Background: an optimization exercise with open tools, aiming at small area, a short achievable clock period and few clock cycles per item. Do not read the settings as production practice. Only simulation tests tie the RTL to the original design; equivalence was not proved. Power and IR drop assume default switching activity.

File: flow/flow/run.sh
#!/bin/bash
# Standard layout with two changes:
#  - the port buffers use the smallest buffer cell;
#  - after the standard synthesis, flow/flip_fa.py removes inverters around
#    full adders (a full adder is self-dual, so some adders take the
#    complements of their inputs instead); registers are not touched.
# Each step's output goes to its own log file in this folder.
set -euo pipefail
export BUFFER_PORTS_ARGS="-buffer_cell sky130_fd_sc_hd__buf_1"
RES=orfs/results/sky130hd/axis_gain_wrapper/base
bash standard.sh synth > synth_flow.log 2>&1
cp "$RES/1_2_yosys.v" synth_netlist_standard.v
python3 flow/flip_fa.py synth_netlist_standard.v "$RES/1_2_yosys.v" > flip_fa.log 2>&1
touch "$RES/1_2_yosys.v"
bash standard.sh > layout_flow.log 2>&1
File: flow/flow/flip_fa.py
#!/usr/bin/env python3
"""Post-synthesis clean-up of inverters around full adders.

A full adder is self-dual: FA(~a, ~b, ~c) = (~sum, ~cout). Synthesis often
leaves inverters between full adders. This script chooses a set of full
adders to "flip" (feed them the complements of their inputs; their outputs
then carry the complements of the original values) so that fewer signals
need an inverted copy, then rebuilds the inverters: one inverter per signal
that some input needs inverted. Registers and all other cells are left as
they are; the logic function of every register input and output port is
unchanged.

usage: flip_fa.py IN.v OUT.v
"""
import re, sys, collections

OUTP = {'X', 'Y', 'Q', 'Q_N', 'SUM', 'COUT', 'HI', 'LO'}

def is_inv(t):
    return re.match(r'sky130_fd_sc_hd__(inv|clkinv)_\d+$', t) is not None

def is_fa(t):
    return re.match(r'sky130_fd_sc_hd__fa_\d+$', t) is not None

def norm(n):
    return n.strip()

def emit_net(n):
    return n + ' ' if n.startswith('\\') else n

def main():
    src, dst = sys.argv[1], sys.argv[2]
    text = open(src).read()
    cell_re = re.compile(r'^  (sky130_fd_sc_hd__\w+) (\S+)\s+\((.*?)\n  \);\n', re.S | re.M)
    cells = []
    first = None; last = None
    for m in cell_re.finditer(text):
        if first is None: first = m.start()
        last = m.end()
        pins = [(p, norm(n)) for p, n in re.findall(r'\.(\w+)\(([^()]*)\)', m.group(3))]
        cells.append([m.group(1), m.group(2), pins])
    head, tail = text[:first], text[last:]
    assert tail.strip().startswith('endmodule'), 'unexpected netlist layout'
    assert 'assign' not in head and 'assign' not in tail, 'assign statements not handled'
    # port bits
    ports = set()
    for kind, rng, names in re.findall(r'^\s*(input|output|inout)\s*(\[[^\]]*\])?\s*([^;]*);', head, re.M):
        for nm in names.split(','):
            nm = nm.strip()
            if rng:
                hi, lo = [int(x) for x in rng[1:-1].split(':')]
                for b in range(min(hi, lo), max(hi, lo) + 1):
                    ports.add(f'{nm}[{b}]')
            ports.add(nm)
    drv = {}
    for i, (t, nm, pins) in enumerate(cells):
        for p, n in pins:
            if p in OUTP:
                drv[n] = (i, p)
    removable = [is_inv(t) and dict(pins)['Y'] not in ports for t, nm, pins in cells]
    fa = [is_fa(t) for t, nm, pins in cells]

    def root(n):
        par = 0
        while n in drv and removable[drv[n][0]]:
            n = dict(cells[drv[n][0]][2])['A']
            par ^= 1
        return n, par

    # consumer pins: (cell, pin index, root, parity)
    cons = collections.defaultdict(list)
    for i, (t, nm, pins) in enumerate(cells):
        if removable[i]: continue
        for k, (p, n) in enumerate(pins):
            if p in OUTP: continue
            r, q = root(n)
            cons[r].append((i, k, q))

    def rdrv(r):
        if r in drv and fa[drv[r][0]]:
            return drv[r][0]
        return None

    flip = [0] * len(cells)

    def need(r):
        d = rdrv(r)
        fd = flip[d] if d is not None else 0
        return any(q ^ fd ^ (flip[i] if fa[i] else 0) for i, k, q in cons[r])

    touch = collections.defaultdict(set)
    for r, lst in cons.items():
        for i, k, q in lst:
            touch[i].add(r)
        d = rdrv(r)
        if d is not None:
            touch[d].add(r)
    before = sum(need(r) for r in cons)
    improved = True
    while improved:
        improved = False
        for i in range(len(cells)):
            if not fa[i]: continue
            rs = touch[i]
            b = sum(need(r) for r in rs)
            flip[i] ^= 1
            a = sum(need(r) for r in rs)
            if a < b:
                improved = True
            else:
                flip[i] ^= 1
    after = sum(need(r) for r in cons)

    # the outputs of flipped adders now carry complemented values: rename them
    ren = {}
    for i in range(len(cells)):
        if flip[i]:
            for k, (p, n) in enumerate(cells[i][2]):
                if p in OUTP:
                    assert n not in ports
                    ren[n] = f'_ff{len(ren)}_'
                    cells[i][2][k] = (p, ren[n])
    # rebuild
    invnet = {}
    newcells = []
    wires = []
    for r in sorted(cons):
        if need(r):
            n = f'_fi{len(invnet)}_'
            invnet[r] = n
            wires.append(f'  wire {n};\n')
            newcells.append(f'  sky130_fd_sc_hd__inv_1 _fic{len(newcells)}_ (\n    .A({emit_net(ren.get(r, r))}),\n    .Y({n})\n  );\n')
    for r, lst in cons.items():
        d = rdrv(r)
        fd = flip[d] if d is not None else 0
        for i, k, q in lst:
            par = q ^ fd ^ (flip[i] if fa[i] else 0)
            p, n = cells[i][2][k]
            cells[i][2][k] = (p, invnet[r] if par else ren.get(r, r))
    # drop declarations of wires no cell uses any more (the removed inverters' outputs)
    used = set()
    for i, (t, nm, pins) in enumerate(cells):
        if removable[i]: continue
        for p, n in pins:
            used.add(n)
            used.add(re.sub(r'\[\d+\]$', '', n))
    def keep(line):
        m = re.match(r'^  wire (\S+) ?;$', line)
        if not m: return True
        return m.group(1) in used or m.group(1) in ports
    head = '\n'.join(l for l in head.split('\n') if keep(l))
    out = [head.rstrip('\n') + '\n']
    out.extend(wires)
    out.extend(f'  wire {n};\n' for n in ren.values())
    for i, (t, nm, pins) in enumerate(cells):
        if removable[i]: continue
        body = ',\n'.join(f'    .{p}({emit_net(n)})' for p, n in pins)
        out.append(f'  {t} {emit_net(nm)} (\n{body}\n  );\n')
    out.extend(newcells)
    out.append(tail)
    open(dst, 'w').write(''.join(out))
    nrem = sum(removable)
    sys.stderr.write(f'flip_fa: removed {nrem} inverters, added {len(newcells)}; '
                     f'flipped {sum(flip)} of {sum(fa)} full adders '
                     f'(inverted signals {before} -> {after})\n')

main()
File: flow/standard.sh
#!/bin/bash
# synth_recipe.tcl (not shown) runs the flow's synth.tcl, then flattens the netlist and writes it again
# the make line also repeats each setting of config.mk as NAME=value (left out here)
make -C /OpenROAD-flow-scripts/flow DESIGN_CONFIG=/design/flow/config.mk WORK_HOME=/design/flow/orfs CLKGATE_MAP_FILE= SYNTH_SCRIPT=/design/flow/synth_recipe.tcl "${@:-finish}"
File: flow/config.mk
export PLATFORM = sky130hd
export DESIGN_NAME = axis_gain_wrapper
export DESIGN_NICKNAME = axis_gain_wrapper
export VERILOG_FILES = /design/flow/design.v
export SDC_FILE = /design/flow/constraint.sdc
export NUM_CORES = 4
export LEC_CHECK = 0
export ABC_AREA = 1
export CAP_MARGIN = 20
export CORE_MARGIN = 2
export CORE_UTILIZATION = 40
export CTS_BUF_LIST = sky130_fd_sc_hd__clkbuf_4 sky130_fd_sc_hd__clkbuf_8
export SETUP_SLACK_MARGIN = 4.0
export SLEW_MARGIN = 20
File: flow/constraint.sdc
create_clock -name core_clock -period 8.0 [get_ports {aclk}]
set_input_delay 1.6000 -clock core_clock [delete_from_list [all_inputs] [get_ports {aclk}]]
set_output_delay 1.6000 -clock core_clock [all_outputs]
set_load 0.01 [all_outputs]
File: flow/design.v
`timescale 1ns / 1ps
module gain_core_s1 (
    input  wire [15:0] d,
    input  wire [23:0] bg,      
    output wire [19:0] ra,
    output wire [19:0] rb,
    output wire [2:0]  cin      
);
    wire neg0 = bg[2];
    wire two0 = bg[1];
    wire one0 = bg[0];
    wire neg1 = bg[5];
    wire two1 = bg[4];
    wire one1 = bg[3];
    wire neg2 = bg[8];
    wire two2 = bg[7];
    wire one2 = bg[6];
    wire neg3 = bg[11];
    wire two3 = bg[10];
    wire one3 = bg[9];
    wire neg4 = bg[14];
    wire two4 = bg[13];
    wire one4 = bg[12];
    wire neg5 = bg[17];
    wire two5 = bg[16];
    wire one5 = bg[15];
    wire neg6 = bg[20];
    wire two6 = bg[19];
    wire one6 = bg[18];
    wire neg7 = bg[23];
    wire two7 = bg[22];
    wire one7 = bg[21];
    wire [16:0] dx = {d[15], d};
    wire pp0_0 = (one0 & dx[0]) ^ neg0;
    wire pp0_1 = ((one0 & dx[1]) | (two0 & dx[0])) ^ neg0;
    wire pp0_2 = ((one0 & dx[2]) | (two0 & dx[1])) ^ neg0;
    wire pp0_3 = ((one0 & dx[3]) | (two0 & dx[2])) ^ neg0;
    wire pp0_4 = ((one0 & dx[4]) | (two0 & dx[3])) ^ neg0;
    wire pp0_5 = ((one0 & dx[5]) | (two0 & dx[4])) ^ neg0;
    wire pp0_6 = ((one0 & dx[6]) | (two0 & dx[5])) ^ neg0;
    wire pp0_7 = ((one0 & dx[7]) | (two0 & dx[6])) ^ neg0;
    wire pp0_8 = ((one0 & dx[8]) | (two0 & dx[7])) ^ neg0;
    wire pp0_9 = ((one0 & dx[9]) | (two0 & dx[8])) ^ neg0;
    wire pp0_10 = ((one0 & dx[10]) | (two0 & dx[9])) ^ neg0;
    wire pp0_11 = ((one0 & dx[11]) | (two0 & dx[10])) ^ neg0;
    wire pp0_12 = ((one0 & dx[12]) | (two0 & dx[11])) ^ neg0;
    wire pp0_13 = ((one0 & dx[13]) | (two0 & dx[12])) ^ neg0;
    wire pp0_14 = ((one0 & dx[14]) | (two0 & dx[13])) ^ neg0;
    wire pp0_15 = ((one0 & dx[15]) | (two0 & dx[14])) ^ neg0;
    wire pp0_16 = ~(((one0 & dx[16]) | (two0 & dx[15])) ^ neg0);
    wire pp1_0 = (one1 & dx[0]) ^ neg1;
    wire pp1_1 = ((one1 & dx[1]) | (two1 & dx[0])) ^ neg1;
    wire pp1_2 = ((one1 & dx[2]) | (two1 & dx[1])) ^ neg1;
    wire pp1_3 = ((one1 & dx[3]) | (two1 & dx[2])) ^ neg1;
    wire pp1_4 = ((one1 & dx[4]) | (two1 & dx[3])) ^ neg1;
    wire pp1_5 = ((one1 & dx[5]) | (two1 & dx[4])) ^ neg1;
    wire pp1_6 = ((one1 & dx[6]) | (two1 & dx[5])) ^ neg1;
    wire pp1_7 = ((one1 & dx[7]) | (two1 & dx[6])) ^ neg1;
    wire pp1_8 = ((one1 & dx[8]) | (two1 & dx[7])) ^ neg1;
    wire pp1_9 = ((one1 & dx[9]) | (two1 & dx[8])) ^ neg1;
    wire pp1_10 = ((one1 & dx[10]) | (two1 & dx[9])) ^ neg1;
    wire pp1_11 = ((one1 & dx[11]) | (two1 & dx[10])) ^ neg1;
    wire pp1_12 = ((one1 & dx[12]) | (two1 & dx[11])) ^ neg1;
    wire pp1_13 = ((one1 & dx[13]) | (two1 & dx[12])) ^ neg1;
    wire pp1_14 = ((one1 & dx[14]) | (two1 & dx[13])) ^ neg1;
    wire pp1_15 = ((one1 & dx[15]) | (two1 & dx[14])) ^ neg1;
    wire pp1_16 = ~(((one1 & dx[16]) | (two1 & dx[15])) ^ neg1);
    wire pp2_0 = (one2 & dx[0]) ^ neg2;
    wire pp2_1 = ((one2 & dx[1]) | (two2 & dx[0])) ^ neg2;
    wire pp2_2 = ((one2 & dx[2]) | (two2 & dx[1])) ^ neg2;
    wire pp2_3 = ((one2 & dx[3]) | (two2 & dx[2])) ^ neg2;
    wire pp2_4 = ((one2 & dx[4]) | (two2 & dx[3])) ^ neg2;
    wire pp2_5 = ((one2 & dx[5]) | (two2 & dx[4])) ^ neg2;
    wire pp2_6 = ((one2 & dx[6]) | (two2 & dx[5])) ^ neg2;
    wire pp2_7 = ((one2 & dx[7]) | (two2 & dx[6])) ^ neg2;
    wire pp2_8 = ((one2 & dx[8]) | (two2 & dx[7])) ^ neg2;
    wire pp2_9 = ((one2 & dx[9]) | (two2 & dx[8])) ^ neg2;
    wire pp2_10 = ((one2 & dx[10]) | (two2 & dx[9])) ^ neg2;
    wire pp2_11 = ((one2 & dx[11]) | (two2 & dx[10])) ^ neg2;
    wire pp2_12 = ((one2 & dx[12]) | (two2 & dx[11])) ^ neg2;
    wire pp2_13 = ((one2 & dx[13]) | (two2 & dx[12])) ^ neg2;
    wire pp2_14 = ((one2 & dx[14]) | (two2 & dx[13])) ^ neg2;
    wire pp2_15 = ((one2 & dx[15]) | (two2 & dx[14])) ^ neg2;
    wire pp2_16 = ~(((one2 & dx[16]) | (two2 & dx[15])) ^ neg2);
    wire pp3_0 = (one3 & dx[0]) ^ neg3;
    wire pp3_1 = ((one3 & dx[1]) | (two3 & dx[0])) ^ neg3;
    wire pp3_2 = ((one3 & dx[2]) | (two3 & dx[1])) ^ neg3;
    wire pp3_3 = ((one3 & dx[3]) | (two3 & dx[2])) ^ neg3;
    wire pp3_4 = ((one3 & dx[4]) | (two3 & dx[3])) ^ neg3;
    wire pp3_5 = ((one3 & dx[5]) | (two3 & dx[4])) ^ neg3;
    wire pp3_6 = ((one3 & dx[6]) | (two3 & dx[5])) ^ neg3;
    wire pp3_7 = ((one3 & dx[7]) | (two3 & dx[6])) ^ neg3;
    wire pp3_8 = ((one3 & dx[8]) | (two3 & dx[7])) ^ neg3;
    wire pp3_9 = ((one3 & dx[9]) | (two3 & dx[8])) ^ neg3;
    wire pp3_10 = ((one3 & dx[10]) | (two3 & dx[9])) ^ neg3;
    wire pp3_11 = ((one3 & dx[11]) | (two3 & dx[10])) ^ neg3;
    wire pp3_12 = ((one3 & dx[12]) | (two3 & dx[11])) ^ neg3;
    wire pp3_13 = ((one3 & dx[13]) | (two3 & dx[12])) ^ neg3;
    wire pp3_14 = ((one3 & dx[14]) | (two3 & dx[13])) ^ neg3;
    wire pp3_15 = ((one3 & dx[15]) | (two3 & dx[14])) ^ neg3;
    wire pp3_16 = ~(((one3 & dx[16]) | (two3 & dx[15])) ^ neg3);
    wire pp4_0 = (one4 & dx[0]) ^ neg4;
    wire pp4_1 = ((one4 & dx[1]) | (two4 & dx[0])) ^ neg4;
    wire pp4_2 = ((one4 & dx[2]) | (two4 & dx[1])) ^ neg4;
    wire pp4_3 = ((one4 & dx[3]) | (two4 & dx[2])) ^ neg4;
    wire pp4_4 = ((one4 & dx[4]) | (two4 & dx[3])) ^ neg4;
    wire pp4_5 = ((one4 & dx[5]) | (two4 & dx[4])) ^ neg4;
    wire pp4_6 = ((one4 & dx[6]) | (two4 & dx[5])) ^ neg4;
    wire pp4_7 = ((one4 & dx[7]) | (two4 & dx[6])) ^ neg4;
    wire pp4_8 = ((one4 & dx[8]) | (two4 & dx[7])) ^ neg4;
    wire pp4_9 = ((one4 & dx[9]) | (two4 & dx[8])) ^ neg4;
    wire pp4_10 = ((one4 & dx[10]) | (two4 & dx[9])) ^ neg4;
    wire pp4_11 = ((one4 & dx[11]) | (two4 & dx[10])) ^ neg4;
    wire pp4_12 = ((one4 & dx[12]) | (two4 & dx[11])) ^ neg4;
    wire pp4_13 = ((one4 & dx[13]) | (two4 & dx[12])) ^ neg4;
    wire pp4_14 = ((one4 & dx[14]) | (two4 & dx[13])) ^ neg4;
    wire pp4_15 = ((one4 & dx[15]) | (two4 & dx[14])) ^ neg4;
    wire pp4_16 = ~(((one4 & dx[16]) | (two4 & dx[15])) ^ neg4);
    wire pp5_0 = (one5 & dx[0]) ^ neg5;
    wire pp5_1 = ((one5 & dx[1]) | (two5 & dx[0])) ^ neg5;
    wire pp5_2 = ((one5 & dx[2]) | (two5 & dx[1])) ^ neg5;
    wire pp5_3 = ((one5 & dx[3]) | (two5 & dx[2])) ^ neg5;
    wire pp5_4 = ((one5 & dx[4]) | (two5 & dx[3])) ^ neg5;
    wire pp5_5 = ((one5 & dx[5]) | (two5 & dx[4])) ^ neg5;
    wire pp5_6 = ((one5 & dx[6]) | (two5 & dx[5])) ^ neg5;
    wire pp5_7 = ((one5 & dx[7]) | (two5 & dx[6])) ^ neg5;
    wire pp5_8 = ((one5 & dx[8]) | (two5 & dx[7])) ^ neg5;
    wire pp5_9 = ((one5 & dx[9]) | (two5 & dx[8])) ^ neg5;
    wire pp5_10 = ((one5 & dx[10]) | (two5 & dx[9])) ^ neg5;
    wire pp5_11 = ((one5 & dx[11]) | (two5 & dx[10])) ^ neg5;
    wire pp5_12 = ((one5 & dx[12]) | (two5 & dx[11])) ^ neg5;
    wire pp5_13 = ((one5 & dx[13]) | (two5 & dx[12])) ^ neg5;
    wire pp5_14 = ((one5 & dx[14]) | (two5 & dx[13])) ^ neg5;
    wire pp5_15 = ((one5 & dx[15]) | (two5 & dx[14])) ^ neg5;
    wire pp5_16 = ~(((one5 & dx[16]) | (two5 & dx[15])) ^ neg5);
    wire pp6_0 = (one6 & dx[0]) ^ neg6;
    wire pp6_1 = ((one6 & dx[1]) | (two6 & dx[0])) ^ neg6;
    wire pp6_2 = ((one6 & dx[2]) | (two6 & dx[1])) ^ neg6;
    wire pp6_3 = ((one6 & dx[3]) | (two6 & dx[2])) ^ neg6;
    wire pp6_4 = ((one6 & dx[4]) | (two6 & dx[3])) ^ neg6;
    wire pp6_5 = ((one6 & dx[5]) | (two6 & dx[4])) ^ neg6;
    wire pp6_6 = ((one6 & dx[6]) | (two6 & dx[5])) ^ neg6;
    wire pp6_7 = ((one6 & dx[7]) | (two6 & dx[6])) ^ neg6;
    wire pp6_8 = ((one6 & dx[8]) | (two6 & dx[7])) ^ neg6;
    wire pp6_9 = ((one6 & dx[9]) | (two6 & dx[8])) ^ neg6;
    wire pp6_10 = ((one6 & dx[10]) | (two6 & dx[9])) ^ neg6;
    wire pp6_11 = ((one6 & dx[11]) | (two6 & dx[10])) ^ neg6;
    wire pp6_12 = ((one6 & dx[12]) | (two6 & dx[11])) ^ neg6;
    wire pp6_13 = ((one6 & dx[13]) | (two6 & dx[12])) ^ neg6;
    wire pp6_14 = ((one6 & dx[14]) | (two6 & dx[13])) ^ neg6;
    wire pp6_15 = ((one6 & dx[15]) | (two6 & dx[14])) ^ neg6;
    wire pp6_16 = ~(((one6 & dx[16]) | (two6 & dx[15])) ^ neg6);
    wire pp7_0 = (one7 & dx[0]) ^ neg7;
    wire pp7_1 = ((one7 & dx[1]) | (two7 & dx[0])) ^ neg7;
    wire pp7_2 = ((one7 & dx[2]) | (two7 & dx[1])) ^ neg7;
    wire pp7_3 = ((one7 & dx[3]) | (two7 & dx[2])) ^ neg7;
    wire pp7_4 = ((one7 & dx[4]) | (two7 & dx[3])) ^ neg7;
    wire pp7_5 = ((one7 & dx[5]) | (two7 & dx[4])) ^ neg7;
    wire pp7_6 = ((one7 & dx[6]) | (two7 & dx[5])) ^ neg7;
    wire pp7_7 = ((one7 & dx[7]) | (two7 & dx[6])) ^ neg7;
    wire pp7_8 = ((one7 & dx[8]) | (two7 & dx[7])) ^ neg7;
    wire pp7_9 = ((one7 & dx[9]) | (two7 & dx[8])) ^ neg7;
    wire pp7_10 = ((one7 & dx[10]) | (two7 & dx[9])) ^ neg7;
    wire pp7_11 = ((one7 & dx[11]) | (two7 & dx[10])) ^ neg7;
    wire pp7_12 = ((one7 & dx[12]) | (two7 & dx[11])) ^ neg7;
    wire pp7_13 = ((one7 & dx[13]) | (two7 & dx[12])) ^ neg7;
    wire pp7_14 = ((one7 & dx[14]) | (two7 & dx[13])) ^ neg7;
    wire pp7_15 = ((one7 & dx[15]) | (two7 & dx[14])) ^ neg7;
    wire pp7_16 = ~(((one7 & dx[16]) | (two7 & dx[15])) ^ neg7);
    wire s1, c2;
    assign s1 = pp0_10 ^ pp1_8;
    assign c2 = pp0_10 & pp1_8;
    wire s3, c4;
    assign s3 = pp0_11 ^ pp1_9 ^ pp2_7;
    assign c4 = (pp0_11 & pp1_9) | (pp2_7 & (pp0_11 ^ pp1_9));
    wire s5, c6;
    assign s5 = pp0_12 ^ pp1_10 ^ pp2_8;
    assign c6 = (pp0_12 & pp1_10) | (pp2_8 & (pp0_12 ^ pp1_10));
    wire s7, c8;
    assign s7 = pp3_6 ^ pp4_4;
    assign c8 = pp3_6 & pp4_4;
    wire s9, c10;
    assign s9 = pp0_13 ^ pp1_11 ^ pp2_9;
    assign c10 = (pp0_13 & pp1_11) | (pp2_9 & (pp0_13 ^ pp1_11));
    wire s11, c12;
    assign s11 = pp3_7 ^ pp4_5;
    assign c12 = pp3_7 & pp4_5;
    wire s13, c14;
    assign s13 = pp0_14 ^ pp1_12 ^ pp2_10;
    assign c14 = (pp0_14 & pp1_12) | (pp2_10 & (pp0_14 ^ pp1_12));
    wire s15, c16;
    assign s15 = pp3_8 ^ pp4_6 ^ pp5_4;
    assign c16 = (pp3_8 & pp4_6) | (pp5_4 & (pp3_8 ^ pp4_6));
    wire s17, c18;
    assign s17 = pp6_2 ^ pp7_0;
    assign c18 = pp6_2 & pp7_0;
    wire s19, c20;
    assign s19 = pp0_15 ^ pp1_13 ^ pp2_11;
    assign c20 = (pp0_15 & pp1_13) | (pp2_11 & (pp0_15 ^ pp1_13));
    wire s21, c22;
    assign s21 = pp3_9 ^ pp4_7 ^ pp5_5;
    assign c22 = (pp3_9 & pp4_7) | (pp5_5 & (pp3_9 ^ pp4_7));
    wire s23, c24;
    assign s23 = pp6_3 ^ pp7_1;
    assign c24 = pp6_3 & pp7_1;
    wire s25, c26;
    assign s25 = pp0_16 ^ pp1_14 ^ pp2_12;
    assign c26 = (pp0_16 & pp1_14) | (pp2_12 & (pp0_16 ^ pp1_14));
    wire s27, c28;
    assign s27 = pp3_10 ^ pp4_8 ^ pp5_6;
    assign c28 = (pp3_10 & pp4_8) | (pp5_6 & (pp3_10 ^ pp4_8));
    wire s29, c30;
    assign s29 = pp6_4 ^ pp7_2 ^ 1'b1;
    assign c30 = (pp6_4 & pp7_2) | (1'b1 & (pp6_4 ^ pp7_2));
    wire s31, c32;
    assign s31 = pp1_15 ^ pp2_13 ^ pp3_11;
    assign c32 = (pp1_15 & pp2_13) | (pp3_11 & (pp1_15 ^ pp2_13));
    wire s33, c34;
    assign s33 = pp4_9 ^ pp5_7 ^ pp6_5;
    assign c34 = (pp4_9 & pp5_7) | (pp6_5 & (pp4_9 ^ pp5_7));
    wire s35, c36;
    assign s35 = pp7_3 ^ 1'b1;
    assign c36 = pp7_3 & 1'b1;
    wire s37, c38;
    assign s37 = pp1_16 ^ pp2_14 ^ pp3_12;
    assign c38 = (pp1_16 & pp2_14) | (pp3_12 & (pp1_16 ^ pp2_14));
    wire s39, c40;
    assign s39 = pp4_10 ^ pp5_8 ^ pp6_6;
    assign c40 = (pp4_10 & pp5_8) | (pp6_6 & (pp4_10 ^ pp5_8));
    wire s41, c42;
    assign s41 = pp2_15 ^ pp3_13 ^ pp4_11;
    assign c42 = (pp2_15 & pp3_13) | (pp4_11 & (pp2_15 ^ pp3_13));
    wire s43, c44;
    assign s43 = pp5_9 ^ pp6_7;
    assign c44 = pp5_9 & pp6_7;
    wire s45, c46;
    assign s45 = pp2_16 ^ pp3_14 ^ pp4_12;
    assign c46 = (pp2_16 & pp3_14) | (pp4_12 & (pp2_16 ^ pp3_14));
    wire s47, c48;
    assign s47 = pp3_15 ^ pp4_13;
    assign c48 = pp3_15 & pp4_13;
    wire s49, c50;
    assign s49 = pp0_6 ^ pp1_4;
    assign c50 = pp0_6 & pp1_4;
    wire s51, c52;
    assign s51 = pp0_7 ^ pp1_5;
    assign c52 = pp0_7 & pp1_5;
    wire s53, c54;
    assign s53 = pp0_8 ^ pp1_6 ^ pp2_4;
    assign c54 = (pp0_8 & pp1_6) | (pp2_4 & (pp0_8 ^ pp1_6));
    wire s55, c56;
    assign s55 = pp3_2 ^ pp4_0;
    assign c56 = pp3_2 & pp4_0;
    wire s57, c58;
    assign s57 = pp0_9 ^ pp1_7 ^ pp2_5;
    assign c58 = (pp0_9 & pp1_7) | (pp2_5 & (pp0_9 ^ pp1_7));
    wire s59, c60;
    assign s59 = pp3_3 ^ pp4_1;
    assign c60 = pp3_3 & pp4_1;
    wire s61, c62;
    assign s61 = s1 ^ pp2_6 ^ pp3_4;
    assign c62 = (s1 & pp2_6) | (pp3_4 & (s1 ^ pp2_6));
    wire s63, c64;
    assign s63 = pp4_2 ^ pp5_0 ^ neg5;
    assign c64 = (pp4_2 & pp5_0) | (neg5 & (pp4_2 ^ pp5_0));
    wire s65, c66;
    assign s65 = c2 ^ s3 ^ pp3_5;
    assign c66 = (c2 & s3) | (pp3_5 & (c2 ^ s3));
    wire s67, c68;
    assign s67 = pp4_3 ^ pp5_1 ^ 1'b1;
    assign c68 = (pp4_3 & pp5_1) | (1'b1 & (pp4_3 ^ pp5_1));
    wire s69, c70;
    assign s69 = c4 ^ s5 ^ s7;
    assign c70 = (c4 & s5) | (s7 & (c4 ^ s5));
    wire s71, c72;
    assign s71 = pp5_2 ^ pp6_0 ^ neg6;
    assign c72 = (pp5_2 & pp6_0) | (neg6 & (pp5_2 ^ pp6_0));
    wire s73, c74;
    assign s73 = c6 ^ c8 ^ s9;
    assign c74 = (c6 & c8) | (s9 & (c6 ^ c8));
    wire s75, c76;
    assign s75 = s11 ^ pp5_3 ^ pp6_1;
    assign c76 = (s11 & pp5_3) | (pp6_1 & (s11 ^ pp5_3));
    wire s77, c78;
    assign s77 = c10 ^ c12 ^ s13;
    assign c78 = (c10 & c12) | (s13 & (c10 ^ c12));
    wire s79, c80;
    assign s79 = s15 ^ s17 ^ neg7;
    assign c80 = (s15 & s17) | (neg7 & (s15 ^ s17));
    wire s81, c82;
    assign s81 = c14 ^ c16 ^ c18;
    assign c82 = (c14 & c16) | (c18 & (c14 ^ c16));
    wire s83, c84;
    assign s83 = s19 ^ s21 ^ s23;
    assign c84 = (s19 & s21) | (s23 & (s19 ^ s21));
    wire s85, c86;
    assign s85 = c20 ^ c22 ^ c24;
    assign c86 = (c20 & c22) | (c24 & (c20 ^ c22));
    wire s87, c88;
    assign s87 = s25 ^ s27 ^ s29;
    assign c88 = (s25 & s27) | (s29 & (s25 ^ s27));
    wire s89, c90;
    assign s89 = c26 ^ c28 ^ c30;
    assign c90 = (c26 & c28) | (c30 & (c26 ^ c28));
    wire s91, c92;
    assign s91 = s31 ^ s33 ^ s35;
    assign c92 = (s31 & s33) | (s35 & (s31 ^ s33));
    wire s93, c94;
    assign s93 = c32 ^ c34 ^ c36;
    assign c94 = (c32 & c34) | (c36 & (c32 ^ c34));
    wire s95, c96;
    assign s95 = s37 ^ s39 ^ pp7_4;
    assign c96 = (s37 & s39) | (pp7_4 & (s37 ^ s39));
    wire s97, c98;
    assign s97 = c38 ^ c40 ^ s41;
    assign c98 = (c38 & c40) | (s41 & (c38 ^ c40));
    wire s99, c100;
    assign s99 = s43 ^ pp7_5 ^ 1'b1;
    assign c100 = (s43 & pp7_5) | (1'b1 & (s43 ^ pp7_5));
    wire s101, c102;
    assign s101 = c42 ^ c44 ^ s45;
    assign c102 = (c42 & c44) | (s45 & (c42 ^ c44));
    wire s103, c104;
    assign s103 = pp5_10 ^ pp6_8 ^ pp7_6;
    assign c104 = (pp5_10 & pp6_8) | (pp7_6 & (pp5_10 ^ pp6_8));
    wire s105, c106;
    assign s105 = c46 ^ s47 ^ pp5_11;
    assign c106 = (c46 & s47) | (pp5_11 & (c46 ^ s47));
    wire s107, c108;
    assign s107 = pp6_9 ^ pp7_7 ^ 1'b1;
    assign c108 = (pp6_9 & pp7_7) | (1'b1 & (pp6_9 ^ pp7_7));
    wire s109, c110;
    assign s109 = c48 ^ pp3_16 ^ pp4_14;
    assign c110 = (c48 & pp3_16) | (pp4_14 & (c48 ^ pp3_16));
    wire s111, c112;
    assign s111 = pp5_12 ^ pp6_10 ^ pp7_8;
    assign c112 = (pp5_12 & pp6_10) | (pp7_8 & (pp5_12 ^ pp6_10));
    wire s113, c114;
    assign s113 = pp4_15 ^ pp5_13 ^ pp6_11;
    assign c114 = (pp4_15 & pp5_13) | (pp6_11 & (pp4_15 ^ pp5_13));
    wire s115, c116;
    assign s115 = pp7_9 ^ 1'b1;
    assign c116 = pp7_9 & 1'b1;
    wire s117, c118;
    assign s117 = pp4_16 ^ pp5_14 ^ pp6_12;
    assign c118 = (pp4_16 & pp5_14) | (pp6_12 & (pp4_16 ^ pp5_14));
    wire s119, c120;
    assign s119 = pp5_15 ^ pp6_13;
    assign c120 = pp5_15 & pp6_13;
    wire s121, c122;
    assign s121 = pp0_4 ^ pp1_2;
    assign c122 = pp0_4 & pp1_2;
    wire s123, c124;
    assign s123 = pp0_5 ^ pp1_3;
    assign c124 = pp0_5 & pp1_3;
    wire s125, c126;
    assign s125 = s49 ^ pp2_2 ^ pp3_0;
    assign c126 = (s49 & pp2_2) | (pp3_0 & (s49 ^ pp2_2));
    wire s127, c128;
    assign s127 = c50 ^ s51 ^ pp2_3;
    assign c128 = (c50 & s51) | (pp2_3 & (c50 ^ s51));
    wire s129, c130;
    assign s129 = c52 ^ s53 ^ s55;
    assign c130 = (c52 & s53) | (s55 & (c52 ^ s53));
    wire s131, c132;
    assign s131 = c54 ^ c56 ^ s57;
    assign c132 = (c54 & c56) | (s57 & (c54 ^ c56));
    wire s133, c134;
    assign s133 = c58 ^ c60 ^ s61;
    assign c134 = (c58 & c60) | (s61 & (c58 ^ c60));
    wire s135, c136;
    assign s135 = c62 ^ c64 ^ s65;
    assign c136 = (c62 & c64) | (s65 & (c62 ^ c64));
    wire s137, c138;
    assign s137 = c66 ^ c68 ^ s69;
    assign c138 = (c66 & c68) | (s69 & (c66 ^ c68));
    wire s139, c140;
    assign s139 = c70 ^ c72 ^ s73;
    assign c140 = (c70 & c72) | (s73 & (c70 ^ c72));
    wire s141, c142;
    assign s141 = c74 ^ c76 ^ s77;
    assign c142 = (c74 & c76) | (s77 & (c74 ^ c76));
    wire s143, c144;
    assign s143 = c78 ^ c80 ^ s81;
    assign c144 = (c78 & c80) | (s81 & (c78 ^ c80));
    wire s145, c146;
    assign s145 = c82 ^ c84 ^ s85;
    assign c146 = (c82 & c84) | (s85 & (c82 ^ c84));
    wire s147, c148;
    assign s147 = c86 ^ c88 ^ s89;
    assign c148 = (c86 & c88) | (s89 & (c86 ^ c88));
    wire s149, c150;
    assign s149 = c90 ^ c92 ^ s93;
    assign c150 = (c90 & c92) | (s93 & (c90 ^ c92));
    wire s151, c152;
    assign s151 = c94 ^ c96 ^ s97;
    assign c152 = (c94 & c96) | (s97 & (c94 ^ c96));
    wire s153, c154;
    assign s153 = c98 ^ c100 ^ s101;
    assign c154 = (c98 & c100) | (s101 & (c98 ^ c100));
    wire s155, c156;
    assign s155 = c102 ^ c104 ^ s105;
    assign c156 = (c102 & c104) | (s105 & (c102 ^ c104));
    wire s157, c158;
    assign s157 = c106 ^ c108 ^ s109;
    assign c158 = (c106 & c108) | (s109 & (c106 ^ c108));
    wire s159, c160;
    assign s159 = c110 ^ c112 ^ s113;
    assign c160 = (c110 & c112) | (s113 & (c110 ^ c112));
    wire s161, c162;
    assign s161 = c114 ^ c116 ^ s117;
    assign c162 = (c114 & c116) | (s117 & (c114 ^ c116));
    wire s163, c164;
    assign s163 = c118 ^ s119 ^ pp7_11;
    assign c164 = (c118 & s119) | (pp7_11 & (c118 ^ s119));
    wire s165, c166;
    assign s165 = c120 ^ pp5_16 ^ pp6_14;
    assign c166 = (c120 & pp5_16) | (pp6_14 & (c120 ^ pp5_16));
    wire s167, c168;
    assign s167 = pp6_15 ^ pp7_13;
    assign c168 = pp6_15 & pp7_13;
    wire s169, c170;
    assign s169 = pp0_2 ^ pp1_0;
    assign c170 = pp0_2 & pp1_0;
    wire s171, c172;
    assign s171 = pp0_3 ^ pp1_1;
    assign c172 = pp0_3 & pp1_1;
    wire s173, c174;
    assign s173 = s121 ^ pp2_0 ^ neg2;
    assign c174 = (s121 & pp2_0) | (neg2 & (s121 ^ pp2_0));
    wire s175, c176;
    assign s175 = c122 ^ s123 ^ pp2_1;
    assign c176 = (c122 & s123) | (pp2_1 & (c122 ^ s123));
    wire s177, c178;
    assign s177 = c124 ^ s125 ^ neg3;
    assign c178 = (c124 & s125) | (neg3 & (c124 ^ s125));
    wire s179, c180;
    assign s179 = c126 ^ s127 ^ pp3_1;
    assign c180 = (c126 & s127) | (pp3_1 & (c126 ^ s127));
    wire s181, c182;
    assign s181 = c128 ^ s129 ^ neg4;
    assign c182 = (c128 & s129) | (neg4 & (c128 ^ s129));
    wire s183, c184;
    assign s183 = c130 ^ s131 ^ s59;
    assign c184 = (c130 & s131) | (s59 & (c130 ^ s131));
    wire s185, c186;
    assign s185 = c132 ^ s133 ^ s63;
    assign c186 = (c132 & s133) | (s63 & (c132 ^ s133));
    wire s187, c188;
    assign s187 = c134 ^ s135 ^ s67;
    assign c188 = (c134 & s135) | (s67 & (c134 ^ s135));
    wire s189, c190;
    assign s189 = c136 ^ s137 ^ s71;
    assign c190 = (c136 & s137) | (s71 & (c136 ^ s137));
    wire s191, c192;
    assign s191 = c138 ^ s139 ^ s75;
    assign c192 = (c138 & s139) | (s75 & (c138 ^ s139));
    wire s193, c194;
    assign s193 = c140 ^ s141 ^ s79;
    assign c194 = (c140 & s141) | (s79 & (c140 ^ s141));
    wire s195, c196;
    assign s195 = c142 ^ s143 ^ s83;
    assign c196 = (c142 & s143) | (s83 & (c142 ^ s143));
    wire s197, c198;
    assign s197 = c144 ^ s145 ^ s87;
    assign c198 = (c144 & s145) | (s87 & (c144 ^ s145));
    wire s199, c200;
    assign s199 = c146 ^ s147 ^ s91;
    assign c200 = (c146 & s147) | (s91 & (c146 ^ s147));
    wire s201, c202;
    assign s201 = c148 ^ s149 ^ s95;
    assign c202 = (c148 & s149) | (s95 & (c148 ^ s149));
    wire s203, c204;
    assign s203 = c150 ^ s151 ^ s99;
    assign c204 = (c150 & s151) | (s99 & (c150 ^ s151));
    wire s205, c206;
    assign s205 = c152 ^ s153 ^ s103;
    assign c206 = (c152 & s153) | (s103 & (c152 ^ s153));
    wire s207, c208;
    assign s207 = c154 ^ s155 ^ s107;
    assign c208 = (c154 & s155) | (s107 & (c154 ^ s155));
    wire s209, c210;
    assign s209 = c156 ^ s157 ^ s111;
    assign c210 = (c156 & s157) | (s111 & (c156 ^ s157));
    wire s211, c212;
    assign s211 = c158 ^ s159 ^ s115;
    assign c212 = (c158 & s159) | (s115 & (c158 ^ s159));
    wire s213, c214;
    assign s213 = c160 ^ s161 ^ pp7_10;
    assign c214 = (c160 & s161) | (pp7_10 & (c160 ^ s161));
    wire s215, c216;
    assign s215 = c162 ^ s163 ^ 1'b1;
    assign c216 = (c162 & s163) | (1'b1 & (c162 ^ s163));
    wire s217, c218;
    assign s217 = c164 ^ s165 ^ pp7_12;
    assign c218 = (c164 & s165) | (pp7_12 & (c164 ^ s165));
    wire s219, c220;
    assign s219 = c166 ^ s167 ^ 1'b1;
    assign c220 = (c166 & s167) | (1'b1 & (c166 ^ s167));
    wire s221, c222;
    assign s221 = c168 ^ pp6_16 ^ pp7_14;
    assign c222 = (c168 & pp6_16) | (pp7_14 & (c168 ^ pp6_16));
    wire s223, c224;
    assign s223 = pp7_15 ^ 1'b1;
    assign c224 = pp7_15 & 1'b1;
    wire [11:0] la = {c186, c184, c182, c180, c178, c176, c174, c172, c170, s169, pp0_1, pp0_0};
    wire [11:0] lb = {s187, s185, s183, s181, s179, s177, s175, s173, s171, neg1, 1'b0, neg0};
    wire lgi0 = la[0] & lb[0];
    wire lpi0 = la[0] ^ lb[0];
    wire lgi1 = la[1] & lb[1];
    wire lpi1 = la[1] ^ lb[1];
    wire lgi2 = la[2] & lb[2];
    wire lpi2 = la[2] ^ lb[2];
    wire lgi3 = la[3] & lb[3];
    wire lpi3 = la[3] ^ lb[3];
    wire lgi4 = la[4] & lb[4];
    wire lpi4 = la[4] ^ lb[4];
    wire lgi5 = la[5] & lb[5];
    wire lpi5 = la[5] ^ lb[5];
    wire lgi6 = la[6] & lb[6];
    wire lpi6 = la[6] ^ lb[6];
    wire lgi7 = la[7] & lb[7];
    wire lpi7 = la[7] ^ lb[7];
    wire qgu0_1 = lgi1 | (lpi1 & lgi0);
    wire qgu0_3 = lgi3 | (lpi3 & lgi2);
    wire qpu0_3 = lpi3 & lpi2;
    wire qgu0_5 = lgi5 | (lpi5 & lgi4);
    wire qpu0_5 = lpi5 & lpi4;
    wire qgu0_7 = lgi7 | (lpi7 & lgi6);
    wire qpu0_7 = lpi7 & lpi6;
    wire qgu1_3 = qgu0_3 | (qpu0_3 & qgu0_1);
    wire qgu1_7 = qgu0_7 | (qpu0_7 & qgu0_5);
    wire qpu1_7 = qpu0_7 & qpu0_5;
    wire qgu2_7 = qgu1_7 | (qpu1_7 & qgu1_3);
    wire qgd4_5 = qgu0_5 | (qpu0_5 & qgu1_3);
    wire qgd5_2 = lgi2 | (lpi2 & qgu0_1);
    wire qgd5_4 = lgi4 | (lpi4 & qgu1_3);
    wire qgd5_6 = lgi6 | (lpi6 & qgd4_5);
    assign cin[0] = qgu2_7;
    wire [3:0] lg = la[11:8] & lb[11:8];
    wire [3:0] lp = la[11:8] ^ lb[11:8];
    assign cin[1] = lg[3] | (lp[3] & lg[2]) | (lp[3] & lp[2] & lg[1]) | (lp[3] & lp[2] & lp[1] & lg[0]);
    assign cin[2] = &lp;
    assign ra = {1'b1, c224, c222, c220, c218, c216, c214, c212, c210, c208, c206, c204, c202, c200, c198, c196, c194, c192, c190, c188};
    assign rb = {1'b0, pp7_16, s223, s221, s219, s217, s215, s213, s211, s209, s207, s205, s203, s201, s199, s197, s195, s193, s191, s189};
endmodule
module gain_recode (
    input  wire [15:0] g,
    output wire [23:0] bg
);
    assign bg[2] = g[1];
    assign bg[1] = ((g[1] & ~g[0] & ~1'b0) | (~g[1] & g[0] & 1'b0));
    assign bg[0] = (g[0] ^ 1'b0);
    assign bg[5] = g[3];
    assign bg[4] = ((g[3] & ~g[2] & ~g[1]) | (~g[3] & g[2] & g[1]));
    assign bg[3] = (g[2] ^ g[1]);
    assign bg[8] = g[5];
    assign bg[7] = ((g[5] & ~g[4] & ~g[3]) | (~g[5] & g[4] & g[3]));
    assign bg[6] = (g[4] ^ g[3]);
    assign bg[11] = g[7];
    assign bg[10] = ((g[7] & ~g[6] & ~g[5]) | (~g[7] & g[6] & g[5]));
    assign bg[9] = (g[6] ^ g[5]);
    assign bg[14] = g[9];
    assign bg[13] = ((g[9] & ~g[8] & ~g[7]) | (~g[9] & g[8] & g[7]));
    assign bg[12] = (g[8] ^ g[7]);
    assign bg[17] = g[11];
    assign bg[16] = ((g[11] & ~g[10] & ~g[9]) | (~g[11] & g[10] & g[9]));
    assign bg[15] = (g[10] ^ g[9]);
    assign bg[20] = g[13];
    assign bg[19] = ((g[13] & ~g[12] & ~g[11]) | (~g[13] & g[12] & g[11]));
    assign bg[18] = (g[12] ^ g[11]);
    assign bg[23] = g[15];
    assign bg[22] = ((g[15] & ~g[14] & ~g[13]) | (~g[15] & g[14] & g[13]));
    assign bg[21] = (g[14] ^ g[13]);
endmodule
module gain_core_s2 (
    input  wire [19:0] ra,
    input  wire [19:0] rb,
    input  wire [2:0]  cin,
    output wire [15:0] data_o
);
    wire c = cin[1] | (cin[2] & cin[0]);
    wire g0 = ra[0] & rb[0];
    wire p0 = ra[0] ^ rb[0];
    wire g1 = ra[1] & rb[1];
    wire p1 = ra[1] ^ rb[1];
    wire g2 = ra[2] & rb[2];
    wire p2 = ra[2] ^ rb[2];
    wire g3 = ra[3] & rb[3];
    wire p3 = ra[3] ^ rb[3];
    wire g4 = ra[4] & rb[4];
    wire p4 = ra[4] ^ rb[4];
    wire g5 = ra[5] & rb[5];
    wire p5 = ra[5] ^ rb[5];
    wire g6 = ra[6] & rb[6];
    wire p6 = ra[6] ^ rb[6];
    wire g7 = ra[7] & rb[7];
    wire p7 = ra[7] ^ rb[7];
    wire g8 = ra[8] & rb[8];
    wire p8 = ra[8] ^ rb[8];
    wire g9 = ra[9] & rb[9];
    wire p9 = ra[9] ^ rb[9];
    wire g10 = ra[10] & rb[10];
    wire p10 = ra[10] ^ rb[10];
    wire g11 = ra[11] & rb[11];
    wire p11 = ra[11] ^ rb[11];
    wire g12 = ra[12] & rb[12];
    wire p12 = ra[12] ^ rb[12];
    wire g13 = ra[13] & rb[13];
    wire p13 = ra[13] ^ rb[13];
    wire g14 = ra[14] & rb[14];
    wire p14 = ra[14] ^ rb[14];
    wire g15 = ra[15] & rb[15];
    wire p15 = ra[15] ^ rb[15];
    wire g16 = ra[16] & rb[16];
    wire p16 = ra[16] ^ rb[16];
    wire g17 = ra[17] & rb[17];
    wire p17 = ra[17] ^ rb[17];
    wire g18 = ra[18] & rb[18];
    wire p18 = ra[18] ^ rb[18];
    wire g19 = ra[19] & rb[19];
    wire p19 = ra[19] ^ rb[19];
    wire kgu0_1 = g0 | (p0 & c);
    wire kgu0_3 = g2 | (p2 & g1);
    wire kpu0_3 = p2 & p1;
    wire kgu0_5 = g4 | (p4 & g3);
    wire kpu0_5 = p4 & p3;
    wire kgu0_7 = g6 | (p6 & g5);
    wire kpu0_7 = p6 & p5;
    wire kgu0_9 = g8 | (p8 & g7);
    wire kpu0_9 = p8 & p7;
    wire kgu0_11 = g10 | (p10 & g9);
    wire kpu0_11 = p10 & p9;
    wire kgu0_13 = g12 | (p12 & g11);
    wire kpu0_13 = p12 & p11;
    wire kgu0_15 = g14 | (p14 & g13);
    wire kpu0_15 = p14 & p13;
    wire kgu0_17 = g16 | (p16 & g15);
    wire kpu0_17 = p16 & p15;
    wire kgu0_19 = g18 | (p18 & g17);
    wire kpu0_19 = p18 & p17;
    wire kgu1_3 = kgu0_3 | (kpu0_3 & kgu0_1);
    wire kgu1_7 = kgu0_7 | (kpu0_7 & kgu0_5);
    wire kpu1_7 = kpu0_7 & kpu0_5;
    wire kgu1_11 = kgu0_11 | (kpu0_11 & kgu0_9);
    wire kpu1_11 = kpu0_11 & kpu0_9;
    wire kgu1_15 = kgu0_15 | (kpu0_15 & kgu0_13);
    wire kpu1_15 = kpu0_15 & kpu0_13;
    wire kgu1_19 = kgu0_19 | (kpu0_19 & kgu0_17);
    wire kpu1_19 = kpu0_19 & kpu0_17;
    wire kgu2_7 = kgu1_7 | (kpu1_7 & kgu1_3);
    wire kgu2_15 = kgu1_15 | (kpu1_15 & kgu1_11);
    wire kpu2_15 = kpu1_15 & kpu1_11;
    wire kgu3_15 = kgu2_15 | (kpu2_15 & kgu2_7);
    wire kgd7_11 = kgu1_11 | (kpu1_11 & kgu2_7);
    wire kgd7_19 = kgu1_19 | (kpu1_19 & kgu3_15);
    wire kgd8_5 = kgu0_5 | (kpu0_5 & kgu1_3);
    wire kgd8_9 = kgu0_9 | (kpu0_9 & kgu2_7);
    wire kgd8_13 = kgu0_13 | (kpu0_13 & kgd7_11);
    wire kgd8_17 = kgu0_17 | (kpu0_17 & kgu3_15);
    wire kgd9_2 = g1 | (p1 & kgu0_1);
    wire kgd9_4 = g3 | (p3 & kgu1_3);
    wire kgd9_6 = g5 | (p5 & kgd8_5);
    wire kgd9_8 = g7 | (p7 & kgu2_7);
    wire kgd9_10 = g9 | (p9 & kgd8_9);
    wire kgd9_12 = g11 | (p11 & kgd7_11);
    wire kgd9_14 = g13 | (p13 & kgd8_13);
    wire kgd9_16 = g15 | (p15 & kgu3_15);
    wire kgd9_18 = g17 | (p17 & kgd8_17);
    wire kgd9_20 = g19 | (p19 & kgd7_19);
    wire [19:0] r;
    assign r[0] = p0 ^ c;
    assign r[1] = p1 ^ kgu0_1;
    assign r[2] = p2 ^ kgd9_2;
    assign r[3] = p3 ^ kgu1_3;
    assign r[4] = p4 ^ kgd9_4;
    assign r[5] = p5 ^ kgd8_5;
    assign r[6] = p6 ^ kgd9_6;
    assign r[7] = p7 ^ kgu2_7;
    assign r[8] = p8 ^ kgd9_8;
    assign r[9] = p9 ^ kgd8_9;
    assign r[10] = p10 ^ kgd9_10;
    assign r[11] = p11 ^ kgd7_11;
    assign r[12] = p12 ^ kgd9_12;
    assign r[13] = p13 ^ kgd8_13;
    assign r[14] = p14 ^ kgd9_14;
    assign r[15] = p15 ^ kgu3_15;
    assign r[16] = p16 ^ kgd9_16;
    assign r[17] = p17 ^ kgd8_17;
    assign r[18] = p18 ^ kgd9_18;
    assign r[19] = p19 ^ kgd7_19;
    wire ovf = ~(&r[19:15] | ~|r[19:15]);
    assign data_o = ovf ? {r[19], {15{~r[19]}}} : r[15:0];
endmodule
module gain_core (
    input  wire [15:0] data_i,
    input  wire [15:0] gain_i,
    output wire [15:0] data_o
);
    wire [19:0] ra, rb;
    wire [2:0] cin;
    wire [23:0] bg;
    gain_recode  u_rc (.g(gain_i), .bg(bg));
    gain_core_s1 u_s1 (.d(data_i), .bg(bg), .ra(ra), .rb(rb), .cin(cin));
    gain_core_s2 u_s2 (.ra(ra), .rb(rb), .cin(cin), .data_o(data_o));
endmodule
`timescale 1ns / 1ps
module axis_gain_wrapper #(
    parameter integer C_S_AXI_DATA_WIDTH = 32,
    parameter integer C_S_AXI_ADDR_WIDTH = 4,
    parameter integer AUDIO_WIDTH        = 16,
    parameter integer GAIN_FBITS         = 12
)(
    input  wire aclk,
    input  wire aresetn,
    input  wire [31:0] s_axis_tdata,
    input  wire        s_axis_tlast,
    input  wire        s_axis_tvalid,
    output wire        s_axis_tready,
    output wire [31:0] m_axis_tdata,
    output wire        m_axis_tlast,
    output wire        m_axis_tvalid,
    input  wire        m_axis_tready,
    input  wire [C_S_AXI_ADDR_WIDTH-1:0] s_axi_awaddr,
    input  wire                          s_axi_awvalid,
    output wire                          s_axi_awready,
    input  wire [C_S_AXI_DATA_WIDTH-1:0] s_axi_wdata,
    input  wire [3:0]                    s_axi_wstrb,
    input  wire                          s_axi_wvalid,
    output wire                          s_axi_wready,
    output wire [1:0]                    s_axi_bresp,
    output reg                           s_axi_bvalid,
    input  wire                          s_axi_bready,
    input  wire [C_S_AXI_ADDR_WIDTH-1:0] s_axi_araddr,
    input  wire                          s_axi_arvalid,
    output wire                          s_axi_arready,
    output reg  [C_S_AXI_DATA_WIDTH-1:0] s_axi_rdata,
    output wire [1:0]                    s_axi_rresp,
    output reg                           s_axi_rvalid,
    input  wire                          s_axi_rready
);
    reg [31:0] reg_control;
    reg [31:0] reg_gain_l;
    reg [31:0] reg_gain_r;
    reg        wack;       
    reg [1:0]  rsel;       
    assign s_axi_awready = wack;
    assign s_axi_wready  = wack;
    assign s_axi_bresp   = 2'b00;
    assign s_axi_rresp   = 2'b00;
    assign s_axi_arready = !s_axi_rvalid;
    wire wgo = s_axi_awvalid && s_axi_wvalid && !wack && !s_axi_bvalid && !s_axi_rvalid;
    wire [1:0] addr_w = s_axi_awaddr[3:2];
    wire [31:0] wd_ctl = s_axi_wdata & {32{aresetn}};
    wire [31:0] wd_gn  = {wd_ctl[31:13], s_axi_wdata[12] | !aresetn, wd_ctl[11:0]};
    wire we_ctl = (wgo && addr_w == 2'd0) || !aresetn;
    wire we_gl  = (wgo && addr_w == 2'd1) || !aresetn;
    wire we_gr  = (wgo && addr_w == 2'd2) || !aresetn;
    always @(posedge aclk) begin
        if (we_ctl) reg_control <= wd_ctl;
        if (we_gl)  reg_gain_l  <= wd_gn;
        if (we_gr)  reg_gain_r  <= wd_gn;
    end
    always @(posedge aclk) begin
        if (!aresetn) begin
            wack         <= 1'b0;
            s_axi_bvalid <= 1'b0;
        end else begin
            wack <= wgo;
            if (wack)
                s_axi_bvalid <= 1'b1;
            else if (s_axi_bready)
                s_axi_bvalid <= 1'b0;
        end
    end
    wire rgo = s_axi_arvalid && !s_axi_rvalid;
    always @(posedge aclk) begin
        if (!aresetn) begin
            s_axi_rvalid <= 1'b0;
        end else begin
            if (rgo)
                s_axi_rvalid <= 1'b1;
            else if (s_axi_rready)
                s_axi_rvalid <= 1'b0;
        end
    end
    always @(posedge aclk) begin
        if (rgo) rsel <= s_axi_araddr[3:2];
    end
    always @* begin
        case (rsel)
            2'd0:    s_axi_rdata = reg_control;
            2'd1:    s_axi_rdata = reg_gain_l;
            2'd2:    s_axi_rdata = reg_gain_r;
            default: s_axi_rdata = 32'b0;
        endcase
    end
    reg        v0, l0;
    reg [31:0] d0;
    reg [23:0] b0l, b0r;              
    reg        v1, l1;
    reg [19:0] ral, rbl, rar, rbr;    
    reg [2:0]  cil, cir;      
    reg        v2, l2;
    reg [31:0] o2;
    wire ce = m_axis_tready || !v2;
    assign s_axis_tready = ce;
    assign m_axis_tvalid = v2;
    assign m_axis_tlast  = l2;
    assign m_axis_tdata  = o2;
    wire [15:0] gl = reg_control[0] ? reg_gain_l[15:0] : 16'h1000;
    wire [15:0] gr = reg_control[0] ? reg_gain_r[15:0] : 16'h1000;
    wire [23:0] bgl, bgr;
    gain_recode u_rc_l (.g(gl), .bg(bgl));
    gain_recode u_rc_r (.g(gr), .bg(bgr));
    wire [19:0] ral_d, rbl_d, rar_d, rbr_d;
    wire [2:0]  cil_d, cir_d;
    wire [15:0] ol_d, or_d;
    gain_core_s1 u_s1_l (.d(d0[15:0]),  .bg(b0l), .ra(ral_d), .rb(rbl_d), .cin(cil_d));
    gain_core_s1 u_s1_r (.d(d0[31:16]), .bg(b0r), .ra(rar_d), .rb(rbr_d), .cin(cir_d));
    gain_core_s2 u_s2_l (.ra(ral), .rb(rbl), .cin(cil), .data_o(ol_d));
    gain_core_s2 u_s2_r (.ra(rar), .rb(rbr), .cin(cir), .data_o(or_d));
    always @(posedge aclk) begin
        if (ce) begin
            d0  <= s_axis_tdata;
            l0  <= s_axis_tlast;
            b0l <= bgl;
            b0r <= bgr;
            ral <= ral_d;
            rbl <= rbl_d;
            cil <= cil_d;
            rar <= rar_d;
            rbr <= rbr_d;
            cir <= cir_d;
            l1  <= l0;
            o2  <= {or_d, ol_d};
            l2  <= l1;
        end
    end
    always @(posedge aclk) begin
        if (!aresetn) begin
            v0 <= 1'b0;
            v1 <= 1'b0;
            v2 <= 1'b0;
        end else if (ce) begin
            v0 <= s_axis_tvalid;
            v1 <= v0;
            v2 <= v1;
        end
    end
endmodule
==> results of run 1 <==
## power by group
part	internal (mW)	total [mW]	switching, mW	leakage, nW
clock	0.943	1.62	0.680	0.640
sequential	2.41	2.61	0.201	3.18
combinational	1.72	4.10	2.38	7.26
## metal layers
layer  up-vias  GRT usage  wire length (µm)
met1      7510      0.255             23600
met4        10     0.0879              2200
met2       635      0.298             24100
met3       147     0.0495              4480
li1       7249          -                 -
met5         -          0                70
## layout make-up
type / instances / area [µm²] / share of cell area
multi-input combinational: 1277 / 11400 / 0.455
sequential: 301 / 8980 / 0.358
inverter: 346 / 1400 / 0.0560
timing repair buffer: 223 / 1140 / 0.0456
clock buffer: 70 / 901 / 0.0360
tap: 704 / 881 / 0.0352
clock inverter: 35 / 340 / 0.0136
## layout by cell type, fill, tap and decap left out, types with 23 or more instances in the layout
| cell | count |
|---|---|
| inv_1 | 318 |
| a21oi_1 | 30 |
| o211ai_1 | 23 |
| buf_1 | 147 |
| ha_1 | 101 |
| o21ai_0 | 39 |
| xor2_1 | 274 |
| clkbuf_8 | 60 |
| o22ai_1 | 237 |
| fa_1 | 186 |
| nand3_1 | 63 |
| buf_4 | 72 |
| clkinvlp_4 | 32 |
| nand2_1 | 196 |
| edfxtp_1 | 295 |
## sequential cells by signal, summed over array words and instances, names as in the netlist, 19 cells and up
register,count
b0l,24
b0r,24
d0,32
o2,32
ral,19
rar,19
rbl,19
rbr,19
reg_control,32
reg_gain_l,32
reg_gain_r,32
## what timing repair did
item                                    4_1_cts  5_1_grt
endpoints found under the hold margin         0        0
buffers inserted                             36       30
cloned                                        2        0
gates resized for setup                      35        5
endpoints found under the setup margin       37       28
pin swaps                                     1        1
## worst paths after layout
kind,start,end,slack (ns),depth (start not counted)
max,m_axis_tready,s_axis_tready,4.09,4
min,l0$_DFFE_PP_,l1$_DFFE_PP_,0.42,0
max reg2reg,b0l[1]$_DFFE_PP_,cil[1]$_DFFE_PP_,4.10,11
min reg2reg,l0$_DFFE_PP_,l1$_DFFE_PP_,0.42,0
## critical path, delay by kind of cell
family                 cells  cell delay, ns
buffers and inverters      3            0.55
AND/OR/NAND/NOR            1            0.14
## per-stage QoR
stage	setup WS, ns	cell area, µm²
floorplan	2.46	22100
global placement	3.68	23100
detailed placement	3.61	23100
CTS	4.00	24800
global route	3.93	25100
finish	4.09	25100
==> run notes, run 1 <==
final core occ=0.457; clock skew=0.0232 ns; H-tree levels=2; Post-Layout Cell Count=2,956; gr usage total=0.193; hpwl dp=37.9 mm; gp weighted congestion=0.887; Max VDD drop=0.000137 V; Hold Violations, Final=0; Filler cells=5,067; layout cell share with drive strength beyond 1=0.106; Post-Syn Area per Cell=10.8 µm²; Final period util=0.489; initial antenna violation count=5; first-pass GRT wire length=86.9 mm; IO Count=162; synthesized area=0.0220 mm²; CTS Buf Count=56; total leakage power=11.1 nW; worst path required time=6.40 ns; CP peak stage delay=0.23 ns; initial DRC count=1,357; Core Area=0.0548 mm²; Syn Inst Count=2,032; CP arrival=2.31 ns; drt pass-1 iters=5; worst slew pin tran=0.985 ns; Area growth, synth to finish=13.7%; CP Capture Type=output port; Final nets=2,579; crit-path cells=buf_1, nor2_4, clkinvlp_4, buf_2; WHS=0.417 ns; CTS tree=done; die footprint=0.0570 mm²; CTS sink count=301; global route overflow=0; final-report setup violation count=0; DR WL/cell=18.4 µm; ANT cells=0; die height=239 µm; clk latency of the worst-skew pair=0.65 ns; antenna-violating nets left=0; worst-path fanout max=4; Slowest-stage cell, CP=buf_2; Clock Path Buffers=3; pin count of the biggest net entering global routing=138; Fin Setup TNS=0 ns; wirelength, routed=54.5 mm; total power=8.34 mW; Reg clk slew, reported paths=0.05 ns; Starting Density=0.402; remaining routing DRC violations=0; maxcap violations=0; CTS Root Cell=clkbuf_8; RSZ-0062 raised after global routing=true; power density over the cells=333 mW/mm²; post-DR vias/cell=5.26; CP startpoint kind=input pin; status=no timing/DRC/antenna violations; vias in the first global route=15,971; Ys Warns=1; Die Wd=239 µm; relative slew slack=0.343; via count=15,551; crit path time final=3.91 ns; achievable frequency=256 MHz; Hold Path Class=reg2reg; Rows=86; hold bufs inserted after CTS=0; port bufs=149; final max-slew violation count=0; Crit Path Class=in2out; DP Cell Count=2,783
Testbench counts, summed over its fixed seeds: cycles 16,480, samples 16,384.
==> run 2, diff against run 1 <==
--- a/flow/config.mk
+++ b/flow/config.mk
@@ -10,5 +10,5 @@
 export CORE_MARGIN = 2
-export CORE_UTILIZATION = 40
+export CORE_UTILIZATION = 60
 export CTS_BUF_LIST = sky130_fd_sc_hd__clkbuf_4 sky130_fd_sc_hd__clkbuf_8
-export SETUP_SLACK_MARGIN = 4.0
+export SETUP_SLACK_MARGIN = 4.3
 export SLEW_MARGIN = 20
==> run notes, run 2 <==
status=no timing/DRC/antenna violations; Multi-input gate area=0.0116 mm² (+1.9%); remaining routing DRC violations=0 (unchanged); Die Wd=196 µm (-18%); H-tree levels=2 (unchanged); Syn Inst Count=2,032 (unchanged); wirelength, routed=54.2 mm (-0.44%); CP arrival=2.19 ns (-0.12 ns); Hold Path Class=reg2reg; antenna-violating nets left=0 (unchanged); initial antenna violation count=0 (-5); IO Count=162 (unchanged); ANT cells=0 (unchanged); maxcap violations=0 (unchanged); Reg clk slew, reported paths=0.06 ns (about the same); clk latency of the worst-skew pair=0.67 ns (+0.02 ns); Final nets=2,578 (-0.039%); Area growth, synth to finish=13.8% (about the same); power density over the cells=335 mW/mm² (+0.55%); worst-path fanout max=2 (-2); Max VDD drop=0.000206 V (+50%); clock skew=0.0431 ns (+0.0199 ns); register area=0.00898 mm² (unchanged); drt pass-1 iters=6 (+1); Hold Violations, Final=0 (unchanged); relative slew slack=0.403 (+0.0597); Filler cells=2,799 (-45%); synthesized area=0.0220 mm² (unchanged); DR WL/cell=20.0 µm (+8.4%); die height=196 µm (-18%); CTS sink count=301 (unchanged); CP startpoint kind=input pin; achievable frequency=264 MHz (+3.2%); met2 usage=0.451 (+0.153); layout cell share with drive strength beyond 1=0.126 (+0.0202); Clock Path Buffers=3 (unchanged); final max-slew violation count=0 (unchanged); most frequent cells in the layout=inv_1, edfxtp_1, xor2_1, o22ai_1, nand2_1; global routing's busiest layer=met2; Post-Syn Area per Cell=10.8 µm² (unchanged); CP Capture Type=output port; final core occ=0.688 (+0.231); worst slew pin tran=0.895 ns (-0.0895 ns); crit path time final=3.79 ns (-0.120 ns); Rows=70 (-19%); RSZ-0062 raised after global routing=true; Starting Density=0.605 (+0.203); Fin Setup TNS=0 ns (unchanged); routing usage on met1=0.411 (+0.156); final-report setup violation count=0 (unchanged); CTS Root Cell=clkbuf_8; CTS tree=done; global route overflow=0 (unchanged); gp weighted congestion=0.889 (+0.15%); met3 GRT Util=0.0627 (+0.0132); die footprint=0.0383 mm² (-33%); port bufs=149 (unchanged); Core Area=0.0364 mm² (-33%); first-pass GRT wire length=85.6 mm (-1.5%); hpwl dp=35.8 mm (-5.6%); leading cell type in the layout, fill and taps excluded=inv_1; pin count of the biggest net entering global routing=154 (+12%); via count=15,807 (+1.6%); total leakage power=11.3 nW (+1.7%); gr usage total=0.288 (+0.0957); Ys Warns=1 (unchanged); post-DR vias/cell=5.82 (+11%); worst path required time=6.40 ns (about the same); CTS Buf Count=52 (-7.1%); vias in the first global route=15,868 (-0.64%); Crit Path Class=in2out; Final period util=0.474 (-0.0149); initial DRC count=1,457 (+7.4%)
run 2: repair_timing:
| action | CTS | global route |
|---|---|---|
| pin swaps | 8 | 10 |
| gates resized for setup | 68 | 56 |
| hold buffers | 0 | 0 |
| setup buffers | 54 | 9 |
| setup endpoints to repair | 71 | 65 |
| gates cloned | 7 | 1 |
run 2: critical path, stage by stage:
cell        delay [ns]
buf_6             0.10
nor2_4            0.11
clkinvlp_4        0.12
buf_12            0.14
buf_6             0.11
run 2: per-layer routing:
metal,share of wire,vias up
met3,0.084,123
met4,0.026,0
met2,0.45,694
met1,0.44,7741
met5,0,-
li1,-,7249
run 2: report_power, final:
group / total (mW) / switching [mW] / internal, mW
combinational: 4.26 / 2.46 / 1.81
clock: 1.53 / 0.662 / 0.866
sequential: 2.60 / 0.192 / 2.41
total: 8.39 / 3.31 / 5.08
run 2: worst paths after layout:
kind / slack, ns / depth (start not counted) / to / start
max: 4.21 / 5 / s_axis_tready / m_axis_tready
min reg2reg: 0.42 / 0 / l1$_DFFE_PP_ / l0$_DFFE_PP_
min: 0.42 / 0 / l1$_DFFE_PP_ / l0$_DFFE_PP_
max reg2reg: 4.25 / 11 / cil[1]$_DFFE_PP_ / d0[10]$_DFFE_PP_
run 2: area by class of cell:
cell class              instances  area share
well taps                     468      0.0234
flip-flops and latches        301       0.358
repair inverters                1    0.000299
multi-input cells            1279       0.464
clock inverters                24     0.00988
inverters                     346      0.0563
clock buffers                  74      0.0359
repair buffers                223      0.0525
run 2: per-stage QoR:
stage | hold slack [ns] | std cells | instance area, µm² | total power [mW] | setup WS (ns)
finish | 0.420 | 2716 | 25100 | 8.39 | 4.21
global route | 0.427 | 2716 | 25100 | 9.16 | 4.13
CTS | 0.420 | 2706 | 24800 | 8.37 | 4.19
detailed placement | 0.405 | 2547 | 22800 | 6.71 | 3.68
global placement | 0.402 | 2547 | 22800 | 6.56 | 3.71
floorplan | 0.400 | 2035 | 22100 | 5.61 | 2.46

## static timing again, ports no longer ideal
The results above use ideal ports. As a check the final layouts listed here were re-extracted and re-timed, cells and wires unchanged.
Step 1: set_driving_cell puts a clkbuf_16 on aclk and a buf_2 on each other input, an assumption about the parent block.
Step 2 times the ports against the registers' clock, not the clock port: input delays grow and output delays shrink by t, the midpoint of the rising clock arrivals with the driver on.
Three values: ideal, step 1, step 2; two values: the first two.
run	shift t [ns]	setup WS [ns]	cell pins on the clock port's net
run 1	0.689	4.086 / 4.061 / 4.061	1
run 2	0.698	4.206 / 4.165 / 4.165	1
After both steps every run listed still meets setup and hold. For run 2, which loses most, drivers alone change the setup slack by -0.041 ns; drivers and shift together by -0.041 ns.
